What follows belongs to an exercise in optimizing a design on an open flow for small area and a short achievable clock period; a production flow would make more cautious choices. RTL that was checked went through simulation tests only; none was proved equivalent to the original. For run 1, only the layout was checked, not whether the RTL still works. Power and IR drop assume default switching activity.

==> flow/design.v, too long to show whole: its modules and the start of the top module <==
// module residual_block: 1148 lines
// module fa3: 4 lines
// module ha2: 4 lines
// module xor2: 3 lines
module residual_block (
    input clk,
    input rst,
    input start,
    output reg done,
    input  signed [127:0] input_tensor,
    input  [7:0]  conv1_weights_flat,
    input  [7:0]  conv1_bias_flat,
    input  [31:0] conv2_weights_flat,
    input  [7:0]  conv2_bias_flat,
    input  [7:0]  conv3_weights_flat,
    input  [7:0]  conv3_bias_flat,
    input  [7:0]  conv_shortcut_weights_flat,
    input  [7:0]  conv_shortcut_bias_flat,
    output reg signed [71:0] output_tensor
);
  // ...
==> flow/flow/run.sh <==
#!/bin/bash
set -euo pipefail
export BUFFER_PORTS_ARGS="-buffer_cell sky130_fd_sc_hd__buf_1"
export SETUP_SLACK_MARGIN=6.7
export TNS_END_PERCENT=0
bash standard.sh > standard_flow.log 2>&1
==> flow/standard.sh <==
#!/bin/bash
# synth_recipe.tcl (not shown) runs the flow's synth.tcl, then flattens the netlist and writes it again
# the make line also repeats each setting of config.mk as NAME=value (left out here)
make -C /OpenROAD-flow-scripts/flow DESIGN_CONFIG=/design/flow/config.mk WORK_HOME=/design/flow/orfs CLKGATE_MAP_FILE= SYNTH_SCRIPT=/design/flow/synth_recipe.tcl "${@:-finish}"
==> flow/config.mk <==
export PLATFORM = sky130hd
export DESIGN_NAME = residual_block
export DESIGN_NICKNAME = residual_block
export VERILOG_FILES = /design/flow/design.v
export SDC_FILE = /design/flow/constraint.sdc
export NUM_CORES = 4
export LEC_CHECK = 0
export CAP_MARGIN = 20
export CORE_MARGIN = 2
export CORE_UTILIZATION = 65
export CTS_CLUSTER_DIAMETER = 150
export CTS_CLUSTER_SIZE = 24
export SLEW_MARGIN = 20
export SYNTH_HIERARCHICAL = 1
==> flow/constraint.sdc <==
create_clock -name core_clock -period 10.0 [get_ports {clk}]
set_input_delay 2.0000 -clock core_clock [delete_from_list [all_inputs] [get_ports {clk}]]
set_output_delay 2.0000 -clock core_clock [all_outputs]
set_load 0.01 [all_outputs]
==> results.json, run 1 <==
{
  "die_w_um": 172,
  "grt_util_met2": 0.537,
  "fin_tns_setup_ps": 0,
  "area_growth_pct": 9.88,
  "cts-htree-levels": 1,
  "largest_register_ffs": 72,
  "setup_viol": 0,
  "drc": 0,
  "insertion_delay_ps": 500,
  "layout-drive-gt1-share": 0.0852,
  "status": "no timing/DRC/antenna violations",
  "track_usage": 0.304,
  "antenna_cells": 5,
  "fill_cells": 2011,
  "cts_tree": "yes",
  "multi_input_area_share": 0.556,
  "reg2reg_slack_ps": 6400,
  "synthTopCellsByCount": "nand2_1 (307), dfxtp_1 (204), fa_1 (200)",
  "multi_input_gates": 1062,
  "ys_ff_latch": 286,
  "grt_overflow_total": 0,
  "synth_top_family_by_area": "adder cells",
  "grtUsageMet3": 0.0444,
  "reg_top3": "output_tensor (72), S2 (20), Z1 (16)",
  "slowest_stage": "fa_1",
  "seqCellArea_sq_um": 6530,
  "skew_ps": 20.8,
  "antenna_found_initial": 5,
  "hold-path-endpoint": "Zr[0]",
  "grt_max_degree": 65,
  "met3_length_mm": 2.84,
  "layout_setup_ws_ps": 6400,
  "numCtsBuffers": 15
}
==> run 2: changes to the inputs <==
==> flow/design.v (replaced) <==
`timescale 1ns / 1ps
module residual_block (
    input clk,
    input rst,
    input start,
    output reg done,
    input  signed [127:0] input_tensor,
    input  [7:0]  conv1_weights_flat,
    input  [7:0]  conv1_bias_flat,
    input  [31:0] conv2_weights_flat,
    input  [7:0]  conv2_bias_flat,
    input  [7:0]  conv3_weights_flat,
    input  [7:0]  conv3_bias_flat,
    input  [7:0]  conv_shortcut_weights_flat,
    input  [7:0]  conv_shortcut_bias_flat,
    output reg signed [71:0] output_tensor
);
    reg [3:0] cnt;
    always @(posedge clk or posedge rst) begin
        if (rst) begin
            cnt  <= 4'd0;
            done <= 1'b0;
        end else if (!start) begin
            cnt  <= 4'd0;
            done <= 1'b0;
        end else begin
            if (cnt != 4'd11) cnt <= cnt + 4'd1;
            if (cnt == 4'd11) done <= 1'b1;
        end
    end
    wire [3:0] cnt_inc = (cnt != 4'd11) ? cnt + 4'd1 : cnt;
    reg [1:0] ohn, own;
    always @(*) begin
        case (cnt_inc)
            4'd0: begin ohn = 2'd0; own = 2'd0; end
            4'd1: begin ohn = 2'd0; own = 2'd1; end
            4'd2: begin ohn = 2'd0; own = 2'd2; end
            4'd3: begin ohn = 2'd1; own = 2'd0; end
            4'd4: begin ohn = 2'd1; own = 2'd1; end
            4'd5: begin ohn = 2'd1; own = 2'd2; end
            4'd6: begin ohn = 2'd2; own = 2'd0; end
            4'd7: begin ohn = 2'd2; own = 2'd1; end
            default: begin ohn = 2'd2; own = 2'd2; end
        endcase
    end
    reg hr0, hr1, hc0, hc1, ohp, owp;
    always @(posedge clk) begin
        hr0 <= start & (ohn != 2'd0);
        hr1 <= start & (ohn == 2'd2);
        hc0 <= start & (own != 2'd0);
        hc1 <= start & (own == 2'd2);
        ohp <= start & ohn[0];
        owp <= start & own[0];
    end
    reg [7:0] X0, X1, X2, X3, WR0, WR1, WR2, WR3;
    always @(posedge clk) begin
        X0  <= input_tensor[{hr0, 1'b0, hc0, 1'b0}*8 +: 8];
        X1  <= input_tensor[{hr0, 1'b0, hc1, 1'b1}*8 +: 8];
        X2  <= input_tensor[{hr1, 1'b1, hc0, 1'b0}*8 +: 8];
        X3  <= input_tensor[{hr1, 1'b1, hc1, 1'b1}*8 +: 8];
        WR0 <= conv2_weights_flat[{ohp, owp}*8 +: 8];
        WR1 <= conv2_weights_flat[{ohp, ~owp}*8 +: 8];
        WR2 <= conv2_weights_flat[{~ohp, owp}*8 +: 8];
        WR3 <= conv2_weights_flat[{~ohp, ~owp}*8 +: 8];
    end
    reg first;
    reg [3:0] xs_i;
    always @(posedge clk) begin
        first <= !start;
        xs_i  <= (cnt_inc >= 4'd9) ? 4'd8 : cnt_inc - 4'd1;
    end
    reg [7:0] w1r, w3r, b1r, wsr;
    always @(posedge clk) begin
        w1r <= conv1_weights_flat;
        w3r <= conv3_weights_flat;
        b1r <= conv1_bias_flat;
        wsr <= first ? conv3_weights_flat : conv_shortcut_weights_flat;
    end
    reg [7:0] Zr, swr;
    wire p1 = ~(w1r[0] & w3r[0]);
    wire p2 = ~(w1r[0] & w3r[1]);
    wire p3 = ~(w1r[0] & w3r[2]);
    wire p4 = ~(w1r[0] & w3r[3]);
    wire p5 = ~(w1r[0] & w3r[4]);
    wire p6 = ~(w1r[0] & w3r[5]);
    wire p7 = ~(w1r[0] & w3r[6]);
    wire p8 = ~(w1r[0] & w3r[7]);
    wire p9 = ~(w1r[1] & w3r[0]);
    wire p10 = ~(w1r[1] & w3r[1]);
    wire p11 = ~(w1r[1] & w3r[2]);
    wire p12 = ~(w1r[1] & w3r[3]);
    wire p13 = ~(w1r[1] & w3r[4]);
    wire p14 = ~(w1r[1] & w3r[5]);
    wire p15 = ~(w1r[1] & w3r[6]);
    wire p16 = ~(w1r[2] & w3r[0]);
    wire p17 = ~(w1r[2] & w3r[1]);
    wire p18 = ~(w1r[2] & w3r[2]);
    wire p19 = ~(w1r[2] & w3r[3]);
    wire p20 = ~(w1r[2] & w3r[4]);
    wire p21 = ~(w1r[2] & w3r[5]);
    wire p22 = ~(w1r[3] & w3r[0]);
    wire p23 = ~(w1r[3] & w3r[1]);
    wire p24 = ~(w1r[3] & w3r[2]);
    wire p25 = ~(w1r[3] & w3r[3]);
    wire p26 = ~(w1r[3] & w3r[4]);
    wire p27 = ~(w1r[4] & w3r[0]);
    wire p28 = ~(w1r[4] & w3r[1]);
    wire p29 = ~(w1r[4] & w3r[2]);
    wire p30 = ~(w1r[4] & w3r[3]);
    wire p31 = ~(w1r[5] & w3r[0]);
    wire p32 = ~(w1r[5] & w3r[1]);
    wire p33 = ~(w1r[5] & w3r[2]);
    wire p34 = ~(w1r[6] & w3r[0]);
    wire p35 = ~(w1r[6] & w3r[1]);
    wire p36 = ~(w1r[7] & w3r[0]);
    wire n37 = ~p6;
    wire n38 = ~(p7 ^ p14);
    wire n39 = p7 | p14;
    wire s40, c40;
    ha2 u40 (.a(p20), .b(p25), .s(s40), .co(c40));
    wire n41 = ~p8;
    wire s42;
    xor2 u42 (.a(p15), .b(p21), .y(s42));
    wire s43;
    xor2 u43 (.a(p26), .b(p30), .y(s43));
    wire s44;
    xor2 u44 (.a(p33), .b(p35), .y(s44));
    wire n45 = ~p4;
    wire n46 = ~(p5 ^ p12);
    wire n47 = p5 | p12;
    wire s48, c48;
    ha2 u48 (.a(p18), .b(p23), .s(s48), .co(c48));
    wire s49, c49;
    fa3 u49 (.a(p13), .b(p19), .c(p24), .s(s49), .co(c49));
    wire s50, c50;
    fa3 u50 (.a(p28), .b(p31), .c(n37), .s(s50), .co(c50));
    wire s51, c51;
    fa3 u51 (.a(p6), .b(p29), .c(p32), .s(s51), .co(c51));
    wire s52, c52;
    fa3 u52 (.a(p34), .b(n38), .c(s40), .s(s52), .co(c52));
    wire s53;
    xor2 u53 (.a(p36), .b(n41), .y(s53));
    wire s54;
    xor2 u54 (.a(n39), .b(c40), .y(s54));
    wire s55;
    xor2 u55 (.a(s42), .b(s43), .y(s55));
    wire n56 = ~p3;
    wire s57, c57;
    fa3 u57 (.a(p11), .b(p17), .c(p22), .s(s57), .co(c57));
    wire s58, c58;
    fa3 u58 (.a(p4), .b(p27), .c(n46), .s(s58), .co(c58));
    wire s59, c59;
    fa3 u59 (.a(n47), .b(c48), .c(s49), .s(s59), .co(c59));
    wire s60, c60;
    fa3 u60 (.a(c49), .b(c50), .c(s51), .s(s60), .co(c60));
    wire s61;
    xor2 u61 (.a(s44), .b(s53), .y(s61));
    wire s62;
    xor2 u62 (.a(c51), .b(s54), .y(s62));
    wire s63;
    xor2 u63 (.a(s55), .b(c52), .y(s63));
    wire n64 = ~p2;
    wire s65, c65;
    fa3 u65 (.a(p10), .b(p16), .c(n56), .s(s65), .co(c65));
    wire s66, c66;
    fa3 u66 (.a(p3), .b(n45), .c(s57), .s(s66), .co(c66));
    wire s67, c67;
    fa3 u67 (.a(s48), .b(c57), .c(s58), .s(s67), .co(c67));
    wire s68, c68;
    fa3 u68 (.a(s50), .b(c58), .c(s59), .s(s68), .co(c68));
    wire s69, c69;
    fa3 u69 (.a(s52), .b(c59), .c(s60), .s(s69), .co(c69));
    wire s70;
    xor2 u70 (.a(s61), .b(s62), .y(s70));
    wire s71;
    xor2 u71 (.a(c60), .b(s63), .y(s71));
    wire s72;
    xor2 u72 (.a(s70), .b(s71), .y(s72));
    wire [7:0] W_n_a = {s72, c68, c67, c66, c65, p2, p9, p1};
    wire [7:0] W_n_b = {c69, s69, s68, s67, s66, s65, n64, 1'b0};
    wire [7:0] W_n = ~(W_n_a + W_n_b);
    reg [7:0] Wv;
    always @(posedge clk) Wv <= W_n;
    wire p73 = ~(w3r[0] & b1r[0]);
    wire p74 = ~(w3r[0] & b1r[1]);
    wire p75 = ~(w3r[0] & b1r[2]);
    wire p76 = ~(w3r[0] & b1r[3]);
    wire p77 = ~(w3r[0] & b1r[4]);
    wire p78 = ~(w3r[0] & b1r[5]);
    wire p79 = ~(w3r[0] & b1r[6]);
    wire p80 = ~(w3r[0] & b1r[7]);
    wire p81 = ~(w3r[1] & b1r[0]);
    wire p82 = ~(w3r[1] & b1r[1]);
    wire p83 = ~(w3r[1] & b1r[2]);
    wire p84 = ~(w3r[1] & b1r[3]);
    wire p85 = ~(w3r[1] & b1r[4]);
    wire p86 = ~(w3r[1] & b1r[5]);
    wire p87 = ~(w3r[1] & b1r[6]);
    wire p88 = ~(w3r[2] & b1r[0]);
    wire p89 = ~(w3r[2] & b1r[1]);
    wire p90 = ~(w3r[2] & b1r[2]);
    wire p91 = ~(w3r[2] & b1r[3]);
    wire p92 = ~(w3r[2] & b1r[4]);
    wire p93 = ~(w3r[2] & b1r[5]);
    wire p94 = ~(w3r[3] & b1r[0]);
    wire p95 = ~(w3r[3] & b1r[1]);
    wire p96 = ~(w3r[3] & b1r[2]);
    wire p97 = ~(w3r[3] & b1r[3]);
    wire p98 = ~(w3r[3] & b1r[4]);
    wire p99 = ~(w3r[4] & b1r[0]);
    wire p100 = ~(w3r[4] & b1r[1]);
    wire p101 = ~(w3r[4] & b1r[2]);
    wire p102 = ~(w3r[4] & b1r[3]);
    wire p103 = ~(w3r[5] & b1r[0]);
    wire p104 = ~(w3r[5] & b1r[1]);
    wire p105 = ~(w3r[5] & b1r[2]);
    wire p106 = ~(w3r[6] & b1r[0]);
    wire p107 = ~(w3r[6] & b1r[1]);
    wire p108 = ~(w3r[7] & b1r[0]);
    wire n109 = ~p78;
    wire n110 = ~(p79 ^ p86);
    wire n111 = p79 | p86;
    wire s112, c112;
    ha2 u112 (.a(p92), .b(p97), .s(s112), .co(c112));
    wire n113 = ~p80;
    wire s114;
    xor2 u114 (.a(p87), .b(p93), .y(s114));
    wire s115;
    xor2 u115 (.a(p98), .b(p102), .y(s115));
    wire s116;
    xor2 u116 (.a(p105), .b(p107), .y(s116));
    wire n117 = ~p76;
    wire n118 = ~(p77 ^ p84);
    wire n119 = p77 | p84;
    wire s120, c120;
    ha2 u120 (.a(p90), .b(p95), .s(s120), .co(c120));
    wire s121, c121;
    fa3 u121 (.a(p85), .b(p91), .c(p96), .s(s121), .co(c121));
    wire s122, c122;
    fa3 u122 (.a(p100), .b(p103), .c(n109), .s(s122), .co(c122));
    wire s123, c123;
    fa3 u123 (.a(p78), .b(p101), .c(p104), .s(s123), .co(c123));
    wire s124, c124;
    fa3 u124 (.a(p106), .b(n110), .c(s112), .s(s124), .co(c124));
    wire s125;
    xor2 u125 (.a(p108), .b(n113), .y(s125));
    wire s126;
    xor2 u126 (.a(n111), .b(c112), .y(s126));
    wire s127;
    xor2 u127 (.a(s114), .b(s115), .y(s127));
    wire n128 = ~p75;
    wire s129, c129;
    fa3 u129 (.a(p83), .b(p89), .c(p94), .s(s129), .co(c129));
    wire s130, c130;
    fa3 u130 (.a(p76), .b(p99), .c(n118), .s(s130), .co(c130));
    wire s131, c131;
    fa3 u131 (.a(n119), .b(c120), .c(s121), .s(s131), .co(c131));
    wire s132, c132;
    fa3 u132 (.a(c121), .b(c122), .c(s123), .s(s132), .co(c132));
    wire s133;
    xor2 u133 (.a(s116), .b(s125), .y(s133));
    wire s134;
    xor2 u134 (.a(c123), .b(s126), .y(s134));
    wire s135;
    xor2 u135 (.a(s127), .b(c124), .y(s135));
    wire n136 = ~p74;
    wire s137, c137;
    fa3 u137 (.a(p82), .b(p88), .c(n128), .s(s137), .co(c137));
    wire s138, c138;
    fa3 u138 (.a(p75), .b(n117), .c(s129), .s(s138), .co(c138));
    wire s139, c139;
    fa3 u139 (.a(s120), .b(c129), .c(s130), .s(s139), .co(c139));
    wire s140, c140;
    fa3 u140 (.a(s122), .b(c130), .c(s131), .s(s140), .co(c140));
    wire s141, c141;
    fa3 u141 (.a(s124), .b(c131), .c(s132), .s(s141), .co(c141));
    wire s142;
    xor2 u142 (.a(s133), .b(s134), .y(s142));
    wire s143;
    xor2 u143 (.a(c132), .b(s135), .y(s143));
    wire s144;
    xor2 u144 (.a(s142), .b(s143), .y(s144));
    wire [7:0] Z_n_a = {s144, c140, c139, c138, c137, p74, p81, p73};
    wire [7:0] Z_n_b = {c141, s141, s140, s139, s138, s137, n136, 1'b0};
    wire [7:0] Z_n = ~(Z_n_a + Z_n_b);
    wire [7:0] sw_n = WR0 + WR1 + WR2 + WR3;
    always @(posedge clk) begin Zr <= Z_n; swr <= sw_n; end
    wire p145 = ~(X0[0] & WR0[0]);
    wire p146 = ~(X0[0] & WR0[1]);
    wire p147 = ~(X0[0] & WR0[2]);
    wire p148 = ~(X0[0] & WR0[3]);
    wire p149 = ~(X0[0] & WR0[4]);
    wire p150 = ~(X0[0] & WR0[5]);
    wire p151 = ~(X0[0] & WR0[6]);
    wire p152 = ~(X0[0] & WR0[7]);
    wire p153 = ~(X0[1] & WR0[0]);
    wire p154 = ~(X0[1] & WR0[1]);
    wire p155 = ~(X0[1] & WR0[2]);
    wire p156 = ~(X0[1] & WR0[3]);
    wire p157 = ~(X0[1] & WR0[4]);
    wire p158 = ~(X0[1] & WR0[5]);
    wire p159 = ~(X0[1] & WR0[6]);
    wire p160 = ~(X0[2] & WR0[0]);
    wire p161 = ~(X0[2] & WR0[1]);
    wire p162 = ~(X0[2] & WR0[2]);
    wire p163 = ~(X0[2] & WR0[3]);
    wire p164 = ~(X0[2] & WR0[4]);
    wire p165 = ~(X0[2] & WR0[5]);
    wire p166 = ~(X0[3] & WR0[0]);
    wire p167 = ~(X0[3] & WR0[1]);
    wire p168 = ~(X0[3] & WR0[2]);
    wire p169 = ~(X0[3] & WR0[3]);
    wire p170 = ~(X0[3] & WR0[4]);
    wire p171 = ~(X0[4] & WR0[0]);
    wire p172 = ~(X0[4] & WR0[1]);
    wire p173 = ~(X0[4] & WR0[2]);
    wire p174 = ~(X0[4] & WR0[3]);
    wire p175 = ~(X0[5] & WR0[0]);
    wire p176 = ~(X0[5] & WR0[1]);
    wire p177 = ~(X0[5] & WR0[2]);
    wire p178 = ~(X0[6] & WR0[0]);
    wire p179 = ~(X0[6] & WR0[1]);
    wire p180 = ~(X0[7] & WR0[0]);
    wire p181 = ~(X1[0] & WR1[0]);
    wire p182 = ~(X1[0] & WR1[1]);
    wire p183 = ~(X1[0] & WR1[2]);
    wire p184 = ~(X1[0] & WR1[3]);
    wire p185 = ~(X1[0] & WR1[4]);
    wire p186 = ~(X1[0] & WR1[5]);
    wire p187 = ~(X1[0] & WR1[6]);
    wire p188 = ~(X1[0] & WR1[7]);
    wire p189 = ~(X1[1] & WR1[0]);
    wire p190 = ~(X1[1] & WR1[1]);
    wire p191 = ~(X1[1] & WR1[2]);
    wire p192 = ~(X1[1] & WR1[3]);
    wire p193 = ~(X1[1] & WR1[4]);
    wire p194 = ~(X1[1] & WR1[5]);
    wire p195 = ~(X1[1] & WR1[6]);
    wire p196 = ~(X1[2] & WR1[0]);
    wire p197 = ~(X1[2] & WR1[1]);
    wire p198 = ~(X1[2] & WR1[2]);
    wire p199 = ~(X1[2] & WR1[3]);
    wire p200 = ~(X1[2] & WR1[4]);
    wire p201 = ~(X1[2] & WR1[5]);
    wire p202 = ~(X1[3] & WR1[0]);
    wire p203 = ~(X1[3] & WR1[1]);
    wire p204 = ~(X1[3] & WR1[2]);
    wire p205 = ~(X1[3] & WR1[3]);
    wire p206 = ~(X1[3] & WR1[4]);
    wire p207 = ~(X1[4] & WR1[0]);
    wire p208 = ~(X1[4] & WR1[1]);
    wire p209 = ~(X1[4] & WR1[2]);
    wire p210 = ~(X1[4] & WR1[3]);
    wire p211 = ~(X1[5] & WR1[0]);
    wire p212 = ~(X1[5] & WR1[1]);
    wire p213 = ~(X1[5] & WR1[2]);
    wire p214 = ~(X1[6] & WR1[0]);
    wire p215 = ~(X1[6] & WR1[1]);
    wire p216 = ~(X1[7] & WR1[0]);
    wire p217 = ~(X2[0] & WR2[0]);
    wire p218 = ~(X2[0] & WR2[1]);
    wire p219 = ~(X2[0] & WR2[2]);
    wire p220 = ~(X2[0] & WR2[3]);
    wire p221 = ~(X2[0] & WR2[4]);
    wire p222 = ~(X2[0] & WR2[5]);
    wire p223 = ~(X2[0] & WR2[6]);
    wire p224 = ~(X2[0] & WR2[7]);
    wire p225 = ~(X2[1] & WR2[0]);
    wire p226 = ~(X2[1] & WR2[1]);
    wire p227 = ~(X2[1] & WR2[2]);
    wire p228 = ~(X2[1] & WR2[3]);
    wire p229 = ~(X2[1] & WR2[4]);
    wire p230 = ~(X2[1] & WR2[5]);
    wire p231 = ~(X2[1] & WR2[6]);
    wire p232 = ~(X2[2] & WR2[0]);
    wire p233 = ~(X2[2] & WR2[1]);
    wire p234 = ~(X2[2] & WR2[2]);
    wire p235 = ~(X2[2] & WR2[3]);
    wire p236 = ~(X2[2] & WR2[4]);
    wire p237 = ~(X2[2] & WR2[5]);
    wire p238 = ~(X2[3] & WR2[0]);
    wire p239 = ~(X2[3] & WR2[1]);
    wire p240 = ~(X2[3] & WR2[2]);
    wire p241 = ~(X2[3] & WR2[3]);
    wire p242 = ~(X2[3] & WR2[4]);
    wire p243 = ~(X2[4] & WR2[0]);
    wire p244 = ~(X2[4] & WR2[1]);
    wire p245 = ~(X2[4] & WR2[2]);
    wire p246 = ~(X2[4] & WR2[3]);
    wire p247 = ~(X2[5] & WR2[0]);
    wire p248 = ~(X2[5] & WR2[1]);
    wire p249 = ~(X2[5] & WR2[2]);
    wire p250 = ~(X2[6] & WR2[0]);
    wire p251 = ~(X2[6] & WR2[1]);
    wire p252 = ~(X2[7] & WR2[0]);
    wire p253 = ~(X3[0] & WR3[0]);
    wire p254 = ~(X3[0] & WR3[1]);
    wire p255 = ~(X3[0] & WR3[2]);
    wire p256 = ~(X3[0] & WR3[3]);
    wire p257 = ~(X3[0] & WR3[4]);
    wire p258 = ~(X3[0] & WR3[5]);
    wire p259 = ~(X3[0] & WR3[6]);
    wire p260 = ~(X3[0] & WR3[7]);
    wire p261 = ~(X3[1] & WR3[0]);
    wire p262 = ~(X3[1] & WR3[1]);
    wire p263 = ~(X3[1] & WR3[2]);
    wire p264 = ~(X3[1] & WR3[3]);
    wire p265 = ~(X3[1] & WR3[4]);
    wire p266 = ~(X3[1] & WR3[5]);
    wire p267 = ~(X3[1] & WR3[6]);
    wire p268 = ~(X3[2] & WR3[0]);
    wire p269 = ~(X3[2] & WR3[1]);
    wire p270 = ~(X3[2] & WR3[2]);
    wire p271 = ~(X3[2] & WR3[3]);
    wire p272 = ~(X3[2] & WR3[4]);
    wire p273 = ~(X3[2] & WR3[5]);
    wire p274 = ~(X3[3] & WR3[0]);
    wire p275 = ~(X3[3] & WR3[1]);
    wire p276 = ~(X3[3] & WR3[2]);
    wire p277 = ~(X3[3] & WR3[3]);
    wire p278 = ~(X3[3] & WR3[4]);
    wire p279 = ~(X3[4] & WR3[0]);
    wire p280 = ~(X3[4] & WR3[1]);
    wire p281 = ~(X3[4] & WR3[2]);
    wire p282 = ~(X3[4] & WR3[3]);
    wire p283 = ~(X3[5] & WR3[0]);
    wire p284 = ~(X3[5] & WR3[1]);
    wire p285 = ~(X3[5] & WR3[2]);
    wire p286 = ~(X3[6] & WR3[0]);
    wire p287 = ~(X3[6] & WR3[1]);
    wire p288 = ~(X3[7] & WR3[0]);
    wire s289, c289;
    fa3 u289 (.a(p145), .b(p181), .c(p217), .s(s289), .co(c289));
    wire s290, c290;
    fa3 u290 (.a(p146), .b(p153), .c(p182), .s(s290), .co(c290));
    wire s291, c291;
    fa3 u291 (.a(p189), .b(p218), .c(p225), .s(s291), .co(c291));
    wire s292, c292;
    fa3 u292 (.a(p254), .b(p261), .c(c289), .s(s292), .co(c292));
    wire s293, c293;
    fa3 u293 (.a(s290), .b(s291), .c(s292), .s(s293), .co(c293));
    wire s294, c294;
    fa3 u294 (.a(p147), .b(p154), .c(p160), .s(s294), .co(c294));
    wire s295, c295;
    fa3 u295 (.a(p183), .b(p190), .c(p196), .s(s295), .co(c295));
    wire s296, c296;
    fa3 u296 (.a(p219), .b(p226), .c(p232), .s(s296), .co(c296));
    wire s297, c297;
    fa3 u297 (.a(p255), .b(p262), .c(p268), .s(s297), .co(c297));
    wire s298, c298;
    fa3 u298 (.a(c290), .b(c291), .c(s294), .s(s298), .co(c298));
    wire s299, c299;
    fa3 u299 (.a(s295), .b(s296), .c(s297), .s(s299), .co(c299));
    wire s300, c300;
    fa3 u300 (.a(c292), .b(s298), .c(s299), .s(s300), .co(c300));
    wire s301, c301;
    fa3 u301 (.a(p148), .b(p155), .c(p161), .s(s301), .co(c301));
    wire s302, c302;
    fa3 u302 (.a(p166), .b(p184), .c(p191), .s(s302), .co(c302));
    wire s303, c303;
    fa3 u303 (.a(p197), .b(p202), .c(p220), .s(s303), .co(c303));
    wire s304, c304;
    fa3 u304 (.a(p227), .b(p233), .c(p238), .s(s304), .co(c304));
    wire s305, c305;
    fa3 u305 (.a(p256), .b(p263), .c(p269), .s(s305), .co(c305));
    wire s306, c306;
    fa3 u306 (.a(p274), .b(c294), .c(c295), .s(s306), .co(c306));
    wire s307, c307;
    fa3 u307 (.a(c296), .b(c297), .c(s301), .s(s307), .co(c307));
    wire s308, c308;
    fa3 u308 (.a(s302), .b(s303), .c(s304), .s(s308), .co(c308));
    wire s309, c309;
    fa3 u309 (.a(s305), .b(c298), .c(c299), .s(s309), .co(c309));
    wire s310, c310;
    fa3 u310 (.a(s306), .b(s307), .c(s308), .s(s310), .co(c310));
    wire s311, c311;
    fa3 u311 (.a(c300), .b(s309), .c(s310), .s(s311), .co(c311));
    wire s312, c312;
    fa3 u312 (.a(p149), .b(p156), .c(p162), .s(s312), .co(c312));
    wire s313, c313;
    fa3 u313 (.a(p167), .b(p171), .c(p185), .s(s313), .co(c313));
    wire s314, c314;
    fa3 u314 (.a(p192), .b(p198), .c(p203), .s(s314), .co(c314));
    wire s315, c315;
    fa3 u315 (.a(p207), .b(p221), .c(p228), .s(s315), .co(c315));
    wire s316, c316;
    fa3 u316 (.a(p234), .b(p239), .c(p243), .s(s316), .co(c316));
    wire s317, c317;
    fa3 u317 (.a(p257), .b(p264), .c(p270), .s(s317), .co(c317));
    wire s318, c318;
    fa3 u318 (.a(p275), .b(p279), .c(c301), .s(s318), .co(c318));
    wire s319, c319;
    fa3 u319 (.a(c302), .b(c303), .c(c304), .s(s319), .co(c319));
    wire s320, c320;
    fa3 u320 (.a(c305), .b(s312), .c(s313), .s(s320), .co(c320));
    wire s321, c321;
    fa3 u321 (.a(s314), .b(s315), .c(s316), .s(s321), .co(c321));
    wire s322, c322;
    fa3 u322 (.a(s317), .b(c306), .c(c307), .s(s322), .co(c322));
    wire s323, c323;
    fa3 u323 (.a(c308), .b(s318), .c(s319), .s(s323), .co(c323));
    wire s324, c324;
    fa3 u324 (.a(s320), .b(s321), .c(c309), .s(s324), .co(c324));
    wire s325, c325;
    fa3 u325 (.a(c310), .b(s322), .c(s323), .s(s325), .co(c325));
    wire s326, c326;
    fa3 u326 (.a(s324), .b(c311), .c(s325), .s(s326), .co(c326));
    wire s327, c327;
    fa3 u327 (.a(p150), .b(p157), .c(p163), .s(s327), .co(c327));
    wire s328, c328;
    fa3 u328 (.a(p168), .b(p172), .c(p175), .s(s328), .co(c328));
    wire s329, c329;
    fa3 u329 (.a(p186), .b(p193), .c(p199), .s(s329), .co(c329));
    wire s330, c330;
    fa3 u330 (.a(p204), .b(p208), .c(p211), .s(s330), .co(c330));
    wire s331, c331;
    fa3 u331 (.a(p222), .b(p229), .c(p235), .s(s331), .co(c331));
    wire s332, c332;
    fa3 u332 (.a(p240), .b(p244), .c(p247), .s(s332), .co(c332));
    wire s333, c333;
    fa3 u333 (.a(p258), .b(p265), .c(p271), .s(s333), .co(c333));
    wire s334, c334;
    fa3 u334 (.a(p276), .b(p280), .c(p283), .s(s334), .co(c334));
    wire s335, c335;
    fa3 u335 (.a(c312), .b(c313), .c(c314), .s(s335), .co(c335));
    wire s336, c336;
    fa3 u336 (.a(c315), .b(c316), .c(c317), .s(s336), .co(c336));
    wire s337, c337;
    fa3 u337 (.a(s327), .b(s328), .c(s329), .s(s337), .co(c337));
    wire s338, c338;
    fa3 u338 (.a(s330), .b(s331), .c(s332), .s(s338), .co(c338));
    wire s339, c339;
    fa3 u339 (.a(s333), .b(s334), .c(c318), .s(s339), .co(c339));
    wire s340, c340;
    fa3 u340 (.a(c319), .b(c320), .c(c321), .s(s340), .co(c340));
    wire s341, c341;
    fa3 u341 (.a(s335), .b(s336), .c(s337), .s(s341), .co(c341));
    wire s342, c342;
    fa3 u342 (.a(s338), .b(c322), .c(c323), .s(s342), .co(c342));
    wire s343, c343;
    fa3 u343 (.a(s339), .b(s340), .c(s341), .s(s343), .co(c343));
    wire s344, c344;
    fa3 u344 (.a(c324), .b(c325), .c(s342), .s(s344), .co(c344));
    wire s345, c345;
    fa3 u345 (.a(p151), .b(p158), .c(p164), .s(s345), .co(c345));
    wire s346, c346;
    fa3 u346 (.a(p169), .b(p173), .c(p176), .s(s346), .co(c346));
    wire s347, c347;
    fa3 u347 (.a(p178), .b(p187), .c(p194), .s(s347), .co(c347));
    wire s348, c348;
    fa3 u348 (.a(p200), .b(p205), .c(p209), .s(s348), .co(c348));
    wire s349, c349;
    fa3 u349 (.a(p212), .b(p214), .c(p223), .s(s349), .co(c349));
    wire s350, c350;
    fa3 u350 (.a(p230), .b(p236), .c(p241), .s(s350), .co(c350));
    wire s351, c351;
    fa3 u351 (.a(p245), .b(p248), .c(p250), .s(s351), .co(c351));
    wire s352, c352;
    fa3 u352 (.a(p259), .b(p266), .c(p272), .s(s352), .co(c352));
    wire s353, c353;
    fa3 u353 (.a(p277), .b(p281), .c(p284), .s(s353), .co(c353));
    wire s354, c354;
    fa3 u354 (.a(p286), .b(c327), .c(c328), .s(s354), .co(c354));
    wire s355, c355;
    fa3 u355 (.a(c329), .b(c330), .c(c331), .s(s355), .co(c355));
    wire s356, c356;
    fa3 u356 (.a(c332), .b(c333), .c(c334), .s(s356), .co(c356));
    wire s357, c357;
    fa3 u357 (.a(s345), .b(s346), .c(s347), .s(s357), .co(c357));
    wire s358, c358;
    fa3 u358 (.a(s348), .b(s349), .c(s350), .s(s358), .co(c358));
    wire s359, c359;
    fa3 u359 (.a(s351), .b(s352), .c(s353), .s(s359), .co(c359));
    wire s360, c360;
    fa3 u360 (.a(c335), .b(c336), .c(c337), .s(s360), .co(c360));
    wire s361, c361;
    fa3 u361 (.a(c338), .b(s354), .c(s355), .s(s361), .co(c361));
    wire s362, c362;
    fa3 u362 (.a(s356), .b(s357), .c(s358), .s(s362), .co(c362));
    wire s363, c363;
    fa3 u363 (.a(s359), .b(c339), .c(c340), .s(s363), .co(c363));
    wire s364, c364;
    fa3 u364 (.a(c341), .b(s360), .c(s361), .s(s364), .co(c364));
    wire s365, c365;
    fa3 u365 (.a(s362), .b(c342), .c(s363), .s(s365), .co(c365));
    wire s366;
    xor2 u366 (.a(p152), .b(p159), .y(s366));
    wire s367;
    xor2 u367 (.a(p165), .b(p170), .y(s367));
    wire s368;
    xor2 u368 (.a(p174), .b(p177), .y(s368));
    wire s369;
    xor2 u369 (.a(p179), .b(p180), .y(s369));
    wire s370;
    xor2 u370 (.a(p188), .b(p195), .y(s370));
    wire s371;
    xor2 u371 (.a(p201), .b(p206), .y(s371));
    wire s372;
    xor2 u372 (.a(p210), .b(p213), .y(s372));
    wire s373;
    xor2 u373 (.a(p215), .b(p216), .y(s373));
    wire s374;
    xor2 u374 (.a(p224), .b(p231), .y(s374));
    wire s375;
    xor2 u375 (.a(p237), .b(p242), .y(s375));
    wire s376;
    xor2 u376 (.a(p246), .b(p249), .y(s376));
    wire s377;
    xor2 u377 (.a(p251), .b(p252), .y(s377));
    wire s378;
    xor2 u378 (.a(p260), .b(p267), .y(s378));
    wire s379;
    xor2 u379 (.a(p273), .b(p278), .y(s379));
    wire s380;
    xor2 u380 (.a(p282), .b(p285), .y(s380));
    wire s381;
    xor2 u381 (.a(p287), .b(p288), .y(s381));
    wire s382;
    xor2 u382 (.a(s366), .b(s367), .y(s382));
    wire s383;
    xor2 u383 (.a(s368), .b(s369), .y(s383));
    wire s384;
    xor2 u384 (.a(s370), .b(s371), .y(s384));
    wire s385;
    xor2 u385 (.a(s372), .b(s373), .y(s385));
    wire s386;
    xor2 u386 (.a(s374), .b(s375), .y(s386));
    wire s387;
    xor2 u387 (.a(s376), .b(s377), .y(s387));
    wire s388;
    xor2 u388 (.a(s378), .b(s379), .y(s388));
    wire s389;
    xor2 u389 (.a(s380), .b(s381), .y(s389));
    wire s390;
    xor2 u390 (.a(c345), .b(c346), .y(s390));
    wire s391;
    xor2 u391 (.a(c347), .b(c348), .y(s391));
    wire s392;
    xor2 u392 (.a(c349), .b(c350), .y(s392));
    wire s393;
    xor2 u393 (.a(c351), .b(c352), .y(s393));
    wire s394;
    xor2 u394 (.a(c353), .b(s382), .y(s394));
    wire s395;
    xor2 u395 (.a(s383), .b(s384), .y(s395));
    wire s396;
    xor2 u396 (.a(s385), .b(s386), .y(s396));
    wire s397;
    xor2 u397 (.a(s387), .b(s388), .y(s397));
    wire s398;
    xor2 u398 (.a(s389), .b(s390), .y(s398));
    wire s399;
    xor2 u399 (.a(s391), .b(s392), .y(s399));
    wire s400;
    xor2 u400 (.a(s393), .b(s394), .y(s400));
    wire s401;
    xor2 u401 (.a(s395), .b(s396), .y(s401));
    wire s402;
    xor2 u402 (.a(s397), .b(c354), .y(s402));
    wire s403;
    xor2 u403 (.a(c355), .b(c356), .y(s403));
    wire s404;
    xor2 u404 (.a(s398), .b(s399), .y(s404));
    wire s405;
    xor2 u405 (.a(s400), .b(s401), .y(s405));
    wire s406;
    xor2 u406 (.a(c357), .b(c358), .y(s406));
    wire s407;
    xor2 u407 (.a(c359), .b(s402), .y(s407));
    wire s408;
    xor2 u408 (.a(s403), .b(s404), .y(s408));
    wire s409;
    xor2 u409 (.a(s405), .b(s406), .y(s409));
    wire s410;
    xor2 u410 (.a(s407), .b(s408), .y(s410));
    wire s411;
    xor2 u411 (.a(c360), .b(c361), .y(s411));
    wire s412;
    xor2 u412 (.a(s409), .b(c362), .y(s412));
    wire s413;
    xor2 u413 (.a(s410), .b(s411), .y(s413));
    wire s414;
    xor2 u414 (.a(s412), .b(c363), .y(s414));
    wire s415;
    xor2 u415 (.a(s413), .b(c364), .y(s415));
    wire s416;
    xor2 u416 (.a(s414), .b(s415), .y(s416));
    reg [15:0] S2;
    always @(posedge clk) S2 <= {s416, c365, s365, c344, s364, c343, s344, c326, s343, s326, s311, s300, c293, s293, s289, p253};
    reg [7:0] XS;
    always @(posedge clk) XS <= first ? conv2_bias_flat : input_tensor[xs_i*8 +: 8];
    wire n417 = ~S2[10];
    wire n418 = ~S2[7];
    wire s419, c419;
    fa3 u419 (.a(S2[11]), .b(S2[12]), .c(S2[13]), .s(s419), .co(c419));
    wire n420 = ~S2[10];
    wire s421;
    xor2 u421 (.a(S2[14]), .b(S2[15]), .y(s421));
    wire n422 = ~S2[0];
    wire n423 = ~S2[2];
    wire s424, c424;
    ha2 u424 (.a(S2[3]), .b(S2[4]), .s(s424), .co(c424));
    wire n425 = ~S2[5];
    wire n426 = ~S2[6];
    wire s427, c427;
    fa3 u427 (.a(S2[8]), .b(S2[9]), .c(n418), .s(s427), .co(c427));
    wire s428, c428;
    fa3 u428 (.a(S2[7]), .b(n417), .c(s419), .s(s428), .co(c428));
    wire s429;
    xor2 u429 (.a(n420), .b(s421), .y(s429));
    wire s430;
    xor2 u430 (.a(c419), .b(s429), .y(s430));
    wire [7:0] S_a = {s430, c427, S2[6], S2[5], n425, S2[2], S2[0], S2[1]};
    wire [7:0] S_b = {c428, s428, s427, n426, c424, s424, n423, n422};
    wire [7:0] S = ~(S_a + S_b);
    wire p431 = ~(Wv[0] & S[0]);
    wire p432 = ~(Wv[0] & S[1]);
    wire p433 = ~(Wv[0] & S[2]);
    wire p434 = ~(Wv[0] & S[3]);
    wire p435 = ~(Wv[0] & S[4]);
    wire p436 = ~(Wv[0] & S[5]);
    wire p437 = ~(Wv[0] & S[6]);
    wire p438 = ~(Wv[0] & S[7]);
    wire p439 = ~(Wv[1] & S[0]);
    wire p440 = ~(Wv[1] & S[1]);
    wire p441 = ~(Wv[1] & S[2]);
    wire p442 = ~(Wv[1] & S[3]);
    wire p443 = ~(Wv[1] & S[4]);
    wire p444 = ~(Wv[1] & S[5]);
    wire p445 = ~(Wv[1] & S[6]);
    wire p446 = ~(Wv[2] & S[0]);
    wire p447 = ~(Wv[2] & S[1]);
    wire p448 = ~(Wv[2] & S[2]);
    wire p449 = ~(Wv[2] & S[3]);
    wire p450 = ~(Wv[2] & S[4]);
    wire p451 = ~(Wv[2] & S[5]);
    wire p452 = ~(Wv[3] & S[0]);
    wire p453 = ~(Wv[3] & S[1]);
    wire p454 = ~(Wv[3] & S[2]);
    wire p455 = ~(Wv[3] & S[3]);
    wire p456 = ~(Wv[3] & S[4]);
    wire p457 = ~(Wv[4] & S[0]);
    wire p458 = ~(Wv[4] & S[1]);
    wire p459 = ~(Wv[4] & S[2]);
    wire p460 = ~(Wv[4] & S[3]);
    wire p461 = ~(Wv[5] & S[0]);
    wire p462 = ~(Wv[5] & S[1]);
    wire p463 = ~(Wv[5] & S[2]);
    wire p464 = ~(Wv[6] & S[0]);
    wire p465 = ~(Wv[6] & S[1]);
    wire p466 = ~(Wv[7] & S[0]);
    wire s467, c467;
    fa3 u467 (.a(p433), .b(p440), .c(p446), .s(s467), .co(c467));
    wire s468, c468;
    fa3 u468 (.a(p434), .b(p441), .c(p447), .s(s468), .co(c468));
    wire s469, c469;
    fa3 u469 (.a(p452), .b(c467), .c(s468), .s(s469), .co(c469));
    wire s470, c470;
    fa3 u470 (.a(p435), .b(p442), .c(p448), .s(s470), .co(c470));
    wire s471, c471;
    fa3 u471 (.a(p453), .b(p457), .c(c468), .s(s471), .co(c471));
    wire s472, c472;
    ha2 u472 (.a(s470), .b(c469), .s(s472), .co(c472));
    wire s473, c473;
    fa3 u473 (.a(p436), .b(p443), .c(p449), .s(s473), .co(c473));
    wire s474, c474;
    fa3 u474 (.a(p454), .b(p458), .c(p461), .s(s474), .co(c474));
    wire s475, c475;
    fa3 u475 (.a(c470), .b(s473), .c(s474), .s(s475), .co(c475));
    wire s476, c476;
    ha2 u476 (.a(c471), .b(s475), .s(s476), .co(c476));
    wire s477, c477;
    fa3 u477 (.a(p437), .b(p444), .c(p450), .s(s477), .co(c477));
    wire s478, c478;
    fa3 u478 (.a(p455), .b(p459), .c(p462), .s(s478), .co(c478));
    wire s479, c479;
    fa3 u479 (.a(p464), .b(c473), .c(c474), .s(s479), .co(c479));
    wire s480;
    xor2 u480 (.a(p438), .b(p445), .y(s480));
    wire s481;
    xor2 u481 (.a(p451), .b(p456), .y(s481));
    wire s482;
    xor2 u482 (.a(p460), .b(p463), .y(s482));
    wire s483;
    xor2 u483 (.a(p465), .b(p466), .y(s483));
    wire s484;
    xor2 u484 (.a(s480), .b(s481), .y(s484));
    wire s485;
    xor2 u485 (.a(s482), .b(s483), .y(s485));
    wire s486;
    xor2 u486 (.a(c477), .b(c478), .y(s486));
    wire s487;
    xor2 u487 (.a(s484), .b(s485), .y(s487));
    wire s488;
    xor2 u488 (.a(s486), .b(s487), .y(s488));
    reg [15:0] T3;
    always @(posedge clk) T3 <= {s488, c479, c476, s479, c475, s478, s477, s476, c472, s472, s471, s469, s467, p439, p432, p431};
    wire [7:0] uadd = (cnt == 4'd1) ? conv3_bias_flat : conv_shortcut_bias_flat;
    wire p489 = ~(wsr[0] & XS[0]);
    wire p490 = ~(wsr[0] & XS[1]);
    wire p491 = ~(wsr[0] & XS[2]);
    wire p492 = ~(wsr[0] & XS[3]);
    wire p493 = ~(wsr[0] & XS[4]);
    wire p494 = ~(wsr[0] & XS[5]);
    wire p495 = ~(wsr[0] & XS[6]);
    wire p496 = ~(wsr[0] & XS[7]);
    wire p497 = ~(wsr[1] & XS[0]);
    wire p498 = ~(wsr[1] & XS[1]);
    wire p499 = ~(wsr[1] & XS[2]);
    wire p500 = ~(wsr[1] & XS[3]);
    wire p501 = ~(wsr[1] & XS[4]);
    wire p502 = ~(wsr[1] & XS[5]);
    wire p503 = ~(wsr[1] & XS[6]);
    wire p504 = ~(wsr[2] & XS[0]);
    wire p505 = ~(wsr[2] & XS[1]);
    wire p506 = ~(wsr[2] & XS[2]);
    wire p507 = ~(wsr[2] & XS[3]);
    wire p508 = ~(wsr[2] & XS[4]);
    wire p509 = ~(wsr[2] & XS[5]);
    wire p510 = ~(wsr[3] & XS[0]);
    wire p511 = ~(wsr[3] & XS[1]);
    wire p512 = ~(wsr[3] & XS[2]);
    wire p513 = ~(wsr[3] & XS[3]);
    wire p514 = ~(wsr[3] & XS[4]);
    wire p515 = ~(wsr[4] & XS[0]);
    wire p516 = ~(wsr[4] & XS[1]);
    wire p517 = ~(wsr[4] & XS[2]);
    wire p518 = ~(wsr[4] & XS[3]);
    wire p519 = ~(wsr[5] & XS[0]);
    wire p520 = ~(wsr[5] & XS[1]);
    wire p521 = ~(wsr[5] & XS[2]);
    wire p522 = ~(wsr[6] & XS[0]);
    wire p523 = ~(wsr[6] & XS[1]);
    wire p524 = ~(wsr[7] & XS[0]);
    wire n525 = ~uadd[0];
    wire n526 = ~uadd[1];
    wire n527 = ~uadd[2];
    wire n528 = ~uadd[3];
    wire n529 = ~uadd[4];
    wire n530 = ~uadd[5];
    wire n531 = ~uadd[6];
    wire n532 = ~uadd[7];
    wire s533, c533;
    fa3 u533 (.a(p490), .b(p497), .c(n526), .s(s533), .co(c533));
    wire s534, c534;
    fa3 u534 (.a(p491), .b(p498), .c(p504), .s(s534), .co(c534));
    wire s535, c535;
    ha2 u535 (.a(s534), .b(n527), .s(s535), .co(c535));
    wire s536, c536;
    fa3 u536 (.a(p492), .b(p499), .c(p505), .s(s536), .co(c536));
    wire s537, c537;
    fa3 u537 (.a(p510), .b(c534), .c(s536), .s(s537), .co(c537));
    wire s538, c538;
    fa3 u538 (.a(s537), .b(n528), .c(c535), .s(s538), .co(c538));
    wire s539, c539;
    fa3 u539 (.a(p493), .b(p500), .c(p506), .s(s539), .co(c539));
    wire s540, c540;
    fa3 u540 (.a(p511), .b(p515), .c(c536), .s(s540), .co(c540));
    wire s541, c541;
    fa3 u541 (.a(s539), .b(c537), .c(s540), .s(s541), .co(c541));
    wire s542, c542;
    ha2 u542 (.a(s541), .b(n529), .s(s542), .co(c542));
    wire s543, c543;
    fa3 u543 (.a(p494), .b(p501), .c(p507), .s(s543), .co(c543));
    wire s544, c544;
    fa3 u544 (.a(p512), .b(p516), .c(p519), .s(s544), .co(c544));
    wire s545, c545;
    fa3 u545 (.a(c539), .b(s543), .c(s544), .s(s545), .co(c545));
    wire s546, c546;
    fa3 u546 (.a(c540), .b(s545), .c(c541), .s(s546), .co(c546));
    wire s547, c547;
    fa3 u547 (.a(s546), .b(n530), .c(c542), .s(s547), .co(c547));
    wire s548, c548;
    fa3 u548 (.a(p495), .b(p502), .c(p508), .s(s548), .co(c548));
    wire s549, c549;
    fa3 u549 (.a(p513), .b(p517), .c(p520), .s(s549), .co(c549));
    wire s550, c550;
    fa3 u550 (.a(p522), .b(c543), .c(c544), .s(s550), .co(c550));
    wire s551, c551;
    fa3 u551 (.a(s548), .b(s549), .c(c545), .s(s551), .co(c551));
    wire s552, c552;
    fa3 u552 (.a(s550), .b(s551), .c(c546), .s(s552), .co(c552));
    wire s553, c553;
    ha2 u553 (.a(n531), .b(s552), .s(s553), .co(c553));
    wire s554;
    xor2 u554 (.a(p496), .b(p503), .y(s554));
    wire s555;
    xor2 u555 (.a(p509), .b(p514), .y(s555));
    wire s556;
    xor2 u556 (.a(p518), .b(p521), .y(s556));
    wire s557;
    xor2 u557 (.a(p523), .b(p524), .y(s557));
    wire s558;
    xor2 u558 (.a(s554), .b(s555), .y(s558));
    wire s559;
    xor2 u559 (.a(s556), .b(s557), .y(s559));
    wire s560;
    xor2 u560 (.a(c548), .b(c549), .y(s560));
    wire s561;
    xor2 u561 (.a(s558), .b(s559), .y(s561));
    wire s562;
    xor2 u562 (.a(s560), .b(s561), .y(s562));
    wire s563;
    xor2 u563 (.a(c550), .b(s562), .y(s563));
    wire s564;
    xor2 u564 (.a(s563), .b(c551), .y(s564));
    wire s565;
    xor2 u565 (.a(s564), .b(n532), .y(s565));
    wire s566;
    xor2 u566 (.a(c552), .b(s565), .y(s566));
    reg [12:0] U3;
    always @(posedge clk) U3 <= {s566, c553, c547, s553, s547, c538, s542, s538, c533, s535, s533, n525, p489};
    wire p567 = ~(Zr[0] & swr[0]);
    wire p568 = ~(Zr[0] & swr[1]);
    wire p569 = ~(Zr[0] & swr[2]);
    wire p570 = ~(Zr[0] & swr[3]);
    wire p571 = ~(Zr[0] & swr[4]);
    wire p572 = ~(Zr[0] & swr[5]);
    wire p573 = ~(Zr[0] & swr[6]);
    wire p574 = ~(Zr[0] & swr[7]);
    wire p575 = ~(Zr[1] & swr[0]);
    wire p576 = ~(Zr[1] & swr[1]);
    wire p577 = ~(Zr[1] & swr[2]);
    wire p578 = ~(Zr[1] & swr[3]);
    wire p579 = ~(Zr[1] & swr[4]);
    wire p580 = ~(Zr[1] & swr[5]);
    wire p581 = ~(Zr[1] & swr[6]);
    wire p582 = ~(Zr[2] & swr[0]);
    wire p583 = ~(Zr[2] & swr[1]);
    wire p584 = ~(Zr[2] & swr[2]);
    wire p585 = ~(Zr[2] & swr[3]);
    wire p586 = ~(Zr[2] & swr[4]);
    wire p587 = ~(Zr[2] & swr[5]);
    wire p588 = ~(Zr[3] & swr[0]);
    wire p589 = ~(Zr[3] & swr[1]);
    wire p590 = ~(Zr[3] & swr[2]);
    wire p591 = ~(Zr[3] & swr[3]);
    wire p592 = ~(Zr[3] & swr[4]);
    wire p593 = ~(Zr[4] & swr[0]);
    wire p594 = ~(Zr[4] & swr[1]);
    wire p595 = ~(Zr[4] & swr[2]);
    wire p596 = ~(Zr[4] & swr[3]);
    wire p597 = ~(Zr[5] & swr[0]);
    wire p598 = ~(Zr[5] & swr[1]);
    wire p599 = ~(Zr[5] & swr[2]);
    wire p600 = ~(Zr[6] & swr[0]);
    wire p601 = ~(Zr[6] & swr[1]);
    wire p602 = ~(Zr[7] & swr[0]);
    wire s603, c603;
    fa3 u603 (.a(U3[0]), .b(U3[1]), .c(p567), .s(s603), .co(c603));
    wire s604, c604;
    fa3 u604 (.a(U3[2]), .b(p568), .c(p575), .s(s604), .co(c604));
    wire s605, c605;
    fa3 u605 (.a(U3[3]), .b(U3[4]), .c(p569), .s(s605), .co(c605));
    wire s606, c606;
    fa3 u606 (.a(p576), .b(p582), .c(c604), .s(s606), .co(c606));
    wire s607, c607;
    fa3 u607 (.a(U3[5]), .b(p570), .c(p577), .s(s607), .co(c607));
    wire s608, c608;
    fa3 u608 (.a(p583), .b(p588), .c(c605), .s(s608), .co(c608));
    wire s609, c609;
    fa3 u609 (.a(s607), .b(c606), .c(s608), .s(s609), .co(c609));
    wire s610, c610;
    fa3 u610 (.a(U3[6]), .b(U3[7]), .c(p571), .s(s610), .co(c610));
    wire s611, c611;
    fa3 u611 (.a(p578), .b(p584), .c(p589), .s(s611), .co(c611));
    wire s612, c612;
    fa3 u612 (.a(p593), .b(c607), .c(s610), .s(s612), .co(c612));
    wire s613, c613;
    fa3 u613 (.a(s611), .b(c608), .c(s612), .s(s613), .co(c613));
    wire s614, c614;
    fa3 u614 (.a(U3[8]), .b(p572), .c(p579), .s(s614), .co(c614));
    wire s615, c615;
    fa3 u615 (.a(p585), .b(p590), .c(p594), .s(s615), .co(c615));
    wire s616, c616;
    fa3 u616 (.a(p597), .b(c610), .c(c611), .s(s616), .co(c616));
    wire s617, c617;
    fa3 u617 (.a(s614), .b(s615), .c(c612), .s(s617), .co(c617));
    wire s618, c618;
    fa3 u618 (.a(s616), .b(c613), .c(s617), .s(s618), .co(c618));
    wire s619, c619;
    fa3 u619 (.a(U3[9]), .b(U3[10]), .c(p573), .s(s619), .co(c619));
    wire s620, c620;
    fa3 u620 (.a(p580), .b(p586), .c(p591), .s(s620), .co(c620));
    wire s621, c621;
    fa3 u621 (.a(p595), .b(p598), .c(p600), .s(s621), .co(c621));
    wire s622, c622;
    fa3 u622 (.a(c614), .b(c615), .c(s619), .s(s622), .co(c622));
    wire s623, c623;
    fa3 u623 (.a(s620), .b(s621), .c(c616), .s(s623), .co(c623));
    wire s624, c624;
    fa3 u624 (.a(s622), .b(c617), .c(s623), .s(s624), .co(c624));
    wire s625;
    xor2 u625 (.a(U3[11]), .b(U3[12]), .y(s625));
    wire s626;
    xor2 u626 (.a(p574), .b(p581), .y(s626));
    wire s627;
    xor2 u627 (.a(p587), .b(p592), .y(s627));
    wire s628;
    xor2 u628 (.a(p596), .b(p599), .y(s628));
    wire s629;
    xor2 u629 (.a(p601), .b(p602), .y(s629));
    wire s630;
    xor2 u630 (.a(s625), .b(s626), .y(s630));
    wire s631;
    xor2 u631 (.a(s627), .b(s628), .y(s631));
    wire s632;
    xor2 u632 (.a(s629), .b(c619), .y(s632));
    wire s633;
    xor2 u633 (.a(c620), .b(c621), .y(s633));
    wire s634;
    xor2 u634 (.a(s630), .b(s631), .y(s634));
    wire s635;
    xor2 u635 (.a(s632), .b(s633), .y(s635));
    wire s636;
    xor2 u636 (.a(s634), .b(s635), .y(s636));
    wire s637;
    xor2 u637 (.a(c622), .b(s636), .y(s637));
    wire s638;
    xor2 u638 (.a(c623), .b(s637), .y(s638));
    reg [12:0] Cp;
    always @(posedge clk) if (cnt == 4'd2) Cp <= {c624, s638, s624, c618, s618, s613, c609, s609, s606, s605, s604, c603, s603};
    wire n639 = ~(T3[9] ^ T3[10]);
    wire n640 = T3[9] | T3[10];
    wire n641 = ~T3[5];
    wire n642 = ~T3[7];
    wire s643, c643;
    fa3 u643 (.a(T3[11]), .b(T3[12]), .c(T3[13]), .s(s643), .co(c643));
    wire s644, c644;
    ha2 u644 (.a(Cp[9]), .b(Cp[10]), .s(s644), .co(c644));
    wire n645 = ~T3[14];
    wire s646;
    xor2 u646 (.a(T3[15]), .b(Cp[11]), .y(s646));
    wire s647;
    xor2 u647 (.a(Cp[12]), .b(n640), .y(s647));
    wire s648, c648;
    ha2 u648 (.a(T3[1]), .b(T3[2]), .s(s648), .co(c648));
    wire n649 = ~(T3[3] ^ Cp[3]);
    wire n650 = T3[3] | Cp[3];
    wire n651 = ~T3[4];
    wire s652, c652;
    fa3 u652 (.a(T3[6]), .b(Cp[6]), .c(Cp[7]), .s(s652), .co(c652));
    wire s653, c653;
    fa3 u653 (.a(T3[5]), .b(T3[8]), .c(Cp[8]), .s(s653), .co(c653));
    wire s654, c654;
    fa3 u654 (.a(T3[7]), .b(n639), .c(s644), .s(s654), .co(c654));
    wire s655;
    xor2 u655 (.a(n645), .b(c644), .y(s655));
    wire s656;
    xor2 u656 (.a(s646), .b(c643), .y(s656));
    wire n657 = ~T3[0];
    wire s658, c658;
    fa3 u658 (.a(Cp[1]), .b(Cp[2]), .c(s648), .s(s658), .co(c658));
    wire s659, c659;
    fa3 u659 (.a(Cp[4]), .b(c648), .c(n649), .s(s659), .co(c659));
    wire s660, c660;
    fa3 u660 (.a(Cp[5]), .b(n651), .c(n650), .s(s660), .co(c660));
    wire s661, c661;
    fa3 u661 (.a(T3[4]), .b(n641), .c(s652), .s(s661), .co(c661));
    wire s662, c662;
    fa3 u662 (.a(n642), .b(c652), .c(s653), .s(s662), .co(c662));
    wire s663, c663;
    fa3 u663 (.a(c653), .b(s643), .c(s654), .s(s663), .co(c663));
    wire s664;
    xor2 u664 (.a(s655), .b(s647), .y(s664));
    wire s665;
    xor2 u665 (.a(s656), .b(c654), .y(s665));
    wire s666;
    xor2 u666 (.a(s664), .b(s665), .y(s666));
    wire [7:0] T_a = {s666, c662, c661, c660, c659, s659, T3[0], Cp[0]};
    wire [7:0] T_b = {c663, s663, s662, s661, s660, c658, s658, n657};
    wire [7:0] T = ~(T_a + T_b);
    wire n667 = ~T3[9];
    wire n668 = ~T3[5];
    wire s669, c669;
    fa3 u669 (.a(T3[10]), .b(T3[11]), .c(T3[12]), .s(s669), .co(c669));
    wire s670, c670;
    ha2 u670 (.a(T3[13]), .b(Cp[9]), .s(s670), .co(c670));
    wire n671 = ~T3[9];
    wire s672;
    xor2 u672 (.a(T3[14]), .b(T3[15]), .y(s672));
    wire s673;
    xor2 u673 (.a(Cp[11]), .b(Cp[12]), .y(s673));
    wire s674;
    xor2 u674 (.a(U3[11]), .b(U3[12]), .y(s674));
    wire n675 = ~T3[0];
    wire s676, c676;
    fa3 u676 (.a(T3[1]), .b(T3[2]), .c(Cp[1]), .s(s676), .co(c676));
    wire n677 = ~(T3[3] ^ Cp[3]);
    wire n678 = T3[3] | Cp[3];
    wire s679, c679;
    ha2 u679 (.a(Cp[4]), .b(U3[3]), .s(s679), .co(c679));
    wire n680 = ~(T3[4] ^ Cp[5]);
    wire n681 = T3[4] | Cp[5];
    wire s682, c682;
    fa3 u682 (.a(T3[6]), .b(Cp[6]), .c(Cp[7]), .s(s682), .co(c682));
    wire s683, c683;
    ha2 u683 (.a(U3[6]), .b(U3[7]), .s(s683), .co(c683));
    wire n684 = ~(T3[5] ^ T3[7]);
    wire n685 = T3[5] | T3[7];
    wire s686, c686;
    fa3 u686 (.a(T3[8]), .b(Cp[8]), .c(U3[8]), .s(s686), .co(c686));
    wire s687, c687;
    fa3 u687 (.a(Cp[10]), .b(U3[9]), .c(U3[10]), .s(s687), .co(c687));
    wire s688, c688;
    fa3 u688 (.a(n667), .b(s670), .c(s669), .s(s688), .co(c688));
    wire s689;
    xor2 u689 (.a(n671), .b(c670), .y(s689));
    wire s690;
    xor2 u690 (.a(s672), .b(s673), .y(s690));
    wire s691;
    xor2 u691 (.a(s674), .b(c669), .y(s691));
    wire s692, c692;
    ha2 u692 (.a(Cp[0]), .b(U3[0]), .s(s692), .co(c692));
    wire s693, c693;
    fa3 u693 (.a(T3[0]), .b(Cp[2]), .c(U3[2]), .s(s693), .co(c693));
    wire s694, c694;
    fa3 u694 (.a(U3[4]), .b(n677), .c(s679), .s(s694), .co(c694));
    wire s695, c695;
    fa3 u695 (.a(U3[5]), .b(n678), .c(c679), .s(s695), .co(c695));
    wire s696, c696;
    fa3 u696 (.a(n668), .b(n681), .c(s683), .s(s696), .co(c696));
    wire s697, c697;
    fa3 u697 (.a(c683), .b(n684), .c(c682), .s(s697), .co(c697));
    wire s698, c698;
    fa3 u698 (.a(n685), .b(c686), .c(s687), .s(s698), .co(c698));
    wire s699;
    xor2 u699 (.a(c687), .b(s689), .y(s699));
    wire s700;
    xor2 u700 (.a(s690), .b(s691), .y(s700));
    wire s701, c701;
    ha2 u701 (.a(U3[1]), .b(n675), .s(s701), .co(c701));
    wire s702, c702;
    fa3 u702 (.a(c692), .b(s693), .c(s676), .s(s702), .co(c702));
    wire s703, c703;
    fa3 u703 (.a(c693), .b(c676), .c(s694), .s(s703), .co(c703));
    wire s704, c704;
    fa3 u704 (.a(n680), .b(s695), .c(c694), .s(s704), .co(c704));
    wire s705, c705;
    fa3 u705 (.a(s682), .b(c695), .c(s696), .s(s705), .co(c705));
    wire s706, c706;
    fa3 u706 (.a(s686), .b(c696), .c(s697), .s(s706), .co(c706));
    wire s707, c707;
    fa3 u707 (.a(c697), .b(s698), .c(s688), .s(s707), .co(c707));
    wire s708;
    xor2 u708 (.a(s699), .b(s700), .y(s708));
    wire s709;
    xor2 u709 (.a(c698), .b(c688), .y(s709));
    wire s710;
    xor2 u710 (.a(s708), .b(s709), .y(s710));
    wire [7:0] TU_a = {s710, c706, c705, c704, c703, c702, c701, s692};
    wire [7:0] TU_b = {c707, s707, s706, s705, s704, s703, s702, s701};
    wire [7:0] TU = ~(TU_a + TU_b);
    wire [7:0] Um1_a = {U3[11], U3[9], U3[8], U3[6], U3[5], U3[3], U3[2], U3[0]};
    wire [7:0] Um1_b = {U3[12], U3[10], 1'b0, U3[7], 1'b0, U3[4], 1'b0, U3[1]};
    wire [7:0] Um1 = ~(Um1_a + Um1_b);
    wire [7:0] O = T[7] ? Um1 : TU;
    reg shift;
    always @(posedge clk) shift <= start & !done & (cnt != 4'd11) & (cnt_inc >= 4'd4);
    always @(posedge clk) output_tensor[71:64] <= O;
    always @(posedge clk)
        if (shift) output_tensor[63:0] <= output_tensor[71:8];
endmodule
module fa3 (input a, input b, input c, output s, output co);
    assign s  = a ^ b ^ c;
    assign co = (a & b) | (a & c) | (b & c);
endmodule
module ha2 (input a, input b, output s, output co);
    assign s  = a ^ b;
    assign co = a & b;
endmodule
module xor2 (input a, input b, output y);
    assign y = a ^ b;
endmodule
==> flow/flow/run.sh (replaced) <==
#!/bin/bash
set -euo pipefail
export BUFFER_PORTS_ARGS="-buffer_cell sky130_fd_sc_hd__buf_1"
export SETUP_SLACK_MARGIN=6.9
export TNS_END_PERCENT=0
bash standard.sh > standard_flow.log 2>&1
==> flow/config.mk (replaced) <==
export PLATFORM = sky130hd
export DESIGN_NAME = residual_block
export DESIGN_NICKNAME = residual_block
export VERILOG_FILES = /design/flow/design.v
export SDC_FILE = /design/flow/constraint.sdc
export NUM_CORES = 4
export LEC_CHECK = 0
export CAP_MARGIN = 20
export CORE_MARGIN = 2
export CORE_UTILIZATION = 75
export CTS_CLUSTER_DIAMETER = 150
export CTS_CLUSTER_SIZE = 24
export SLEW_MARGIN = 20
export SYNTH_HIERARCHICAL = 1
==> run 2 against run 1 <==
Compared with the run above: largest cell class unchanged; critical endpoint is now S2[9]; synthesized cell count fell by 1.6%; design area fell by 0.87%; routed wire length rose by 13%; critical path depth fell by 9; die area fell by 14%; sequential share of layout area fell by 0.72 points; clock skew rose by 2.7 ps; fmax rose by 11%; register-to-register slack improved by 370 ps; total power rose by 9.8%; core utilization rose by 11 points; setup slack improved by 370 ps; largest power group unchanged.
==> results.json, run 2 <==
{
  "dieArea_sq_um": 25600,
  "antenna_found_initial": 9,
  "ys_ff_latch": 275,
  "slew_headroom": 0.244,
  "slew_viol_final": 0,
  "hold_buffers": 0,
  "drt_first_pass_iters": 12,
  "io_buffer_count": 291,
  "mostFrequentLayoutCells": "nand2_1 (302), buf_1 (291), fa_1 (203)",
  "grt_max_degree": 65,
  "fin_tns_setup_ps": 0,
  "clkPwrFrac": 0.074,
  "grt_first_pass_wirelength_mm": 76.5,
  "finalNonFillerCells": 2100,
  "switchingPower_uw": 3990,
  "p_int_uw": 4900,
  "grt_overflow_total": 0,
  "placed_area_sq_um": 19600,
  "synth_top_area_cell": "fa_1",
  "rows": 57,
  "ir_drop_uv": 1040,
  "fin_nets": 2258,
  "power.leakage_uw": 0.00771,
  "hold_start": "output_tensor[52]",
  "synth_cells": 1498,
  "ant_nets": 0,
  "syn_area_sq_um": 18200,
  "yosysWarnings": 7,
  "synthFlopType": "dfxtp_1",
  "end_kind": "flip-flop",
  "hp-class": "reg -> reg",
  "startpoint_type": "flip-flop",
  "io_pins": 292,
  "reg2reg_slack_ps": 6760,
  "cellPowerDensity_nw_per_um2": 442,
  "max_stage_delay_ps": 560,
  "hold-path-endpoint": "output_tensor[44]",
  "fill_cells": 1395,
  "path_clk_slew_ps": 100,
  "yosysSeqAreaShare": 0.346,
  "gp_congestion": 1.05,
  "maxCapViolations": 0,
  "cp.required_ps": 10370,
  "finalCritPeriodShare": 0.324,
  "cts_buffer_depth": 3,
  "status": "no timing/DRC/antenna violations",
  "pwr-share-seq": 0.213,
  "wl_mm": 49.8,
  "yosysMostFrequentCell": "nand2_1",
  "async_flop_share": 0.0182,
  "skew_ps": 23.5,
  "die_y_um": 160,
  "layout-drive-gt1-share": 0.0928,
  "drc": 0,
  "fin_hold_ws_ps": 454,
  "cts_tree": "yes",
  "largest_register_ffs": 72,
  "fmax_mhz": 309,
  "period_minus_slack_ps": 3240,
  "die_w_um": 160,
  "r2r_cells": 6,
  "hold_violations": 0,
  "r2r-end": "S2[9]",
  "synthTopCellsByCount": "nand2_1 (303), fa_1 (203), dfxtp_1 (193)",
  "track_usage": 0.399,
  "final_area_sq_um": 20100,
  "cts-htree-levels": 1,
  "final_common_cell": "nand2_1",
  "cts_sinks": 275,
  "drt-vias-per-instance": 6.26,
  "rsz0062_at_grt": "true",
  "cp_common_cell": "fa_1",
  "drt_iter0_markers": 1499,
  "synth-edff-count": 77,
  "initial_utilization": 0.756,
  "tightest_slew_ps": 1130,
  "crit_fanout": 7,
  "cts-root-buf": "clkbuf_16",
  "dpl.cell_count": 2065,
  "p_sw_frac": 0.449,
  "synth_nets": 1995,
  "utilization": 0.833,
  "grt_pass1_vias": 13600,
  "crit_arrival_ps": 3600,
  "synthTopCellsByArea": "fa_1 (22%), dfxtp_1 (21%), edfxtp_1 (13%)",
  "area_growth_pct": 10.2,
  "vias": 13200,
  "syn_avg_cell_area_sq_um": 12.2,
  "synth_cell_types": 46,
  "synth_top_cell_area_share": 0.223,
  "numCtsBuffers": 15,
  "crit_type": "reg -> reg",
  "slowest_stage": "dfxtp_1",
  "insertion_delay_ps": 510,
  "hold_depth": 0,
  "reg_top3": "output_tensor (72), S2 (16), T3 (16)",
  "dp_hpwl_mm": 39.8,
  "crit_chain": "nand2_1 > fa_1 > fa_1 > fa_1 > fa_1 > fa_1",
  "top_register": "output_tensor",
  "setup_viol": 0,
  "combPwrFrac": 0.714,
  "reg2reg_from": "X0[1]"
}
-- run 2: changes by cell type after synthesis, moves of 7 or more --
cell | previous run | this run
nand2b_1 | 10 | 18
inv_1 | 118 | 110
dfxtp_1 | 204 | 193
nor2_1 | 29 | 21
and2_1 | 2 | 14
or2_2 | 11 | 1
xor2_1 | 140 | 147
-- run 2: logic make-up (layout without fill, tap and decap cells) --
logic type | Yosys count | in the layout | share of synthesized area
compound gates | 81 | 81 | 0.0303
xor+xnor | 176 | 176 | 0.0854
fa+ha+maj | 278 | 278 | 0.274
simple gates | 392 | 392 | 0.0898
mux | 132 | 132 | 0.139
buf+inv | 164 | 434 | 0.0351
other cells | 0 | 8 | 0
flops | 275 | 275 | 0.346
-- run 2: metal layers --
layer	track usage	wire [um]
met3	0.0771	5260
met4	0.186	2910
met2	0.673	24200
met1	0.506	17400
met5	0	13
-- run 2: power by group through the flow --
stage / clock [uW] / sequential [uW] / combinational [uW]
after floorplan: 0 / 1740 / 4420
after global placement: 0 / 1890 / 5380
after detailed placement: 0 / 1900 / 5690
after CTS: 651 / 1880 / 6240
after global routing: 689 / 1920 / 6890
final: 654 / 1890 / 6340
-- run 2: per-stage QoR --
step | worst slack (ps) | power, uW
finish | 6760 | 8890
global route | 6650 | 9500
CTS | 6790 | 8770
detailed placement | 6700 | 7590
global placement | 6750 | 7270
floorplan | 6860 | 6170
-- run 2: worst max-delay path: cells and delay by family, from the launching register on --
family	cells	cell delay, ps
adders and majority gates	5	2380
DFF	1	560
and+or+nand+nor	1	150
-- run 2: Yosys stat by module, one instance, submodules excluded --
module	cells	cell area, sq um
residual_block	1164	13200
fa3	1	20.0
ha2	1	12.5
xor2	1	8.76
-- run 2: worst max path at each step --
stage                startpoint                end  slack [ps]
2_1_floorplan            w3r[1]              Zr[7]        6860
3_3_place_gp   input_tensor[93]              XS[5]        6750
3_5_place_dp             w3r[1]              Zr[7]        6700
4_1_cts                   T3[9]  output_tensor[68]        6790
5_1_grt                   T3[9]  output_tensor[70]        6650
6_report                  X0[1]              S2[9]        6760
-- run 2: cell type report --
class	count	area, sq um	area share
Antenna cell	8	20.0	0.000997
Clock buffer	23	405	0.0202
Clock inverter	1	16.3	0.000810
Inverter	110	413	0.0206
Multi-Input combinational cell	1059	11300	0.564
Sequential cell	275	6330	0.315
Tap cell	324	405	0.0202
Timing Repair Buffer	300	1170	0.0584
-- run 2: timing repair --
action / 4_1_cts / 5_1_grt
buffers inserted: 3 / 0
endpoints found under the setup margin: 34 / 51
pin swaps: 3 / 0
resized for setup: 21 / 3
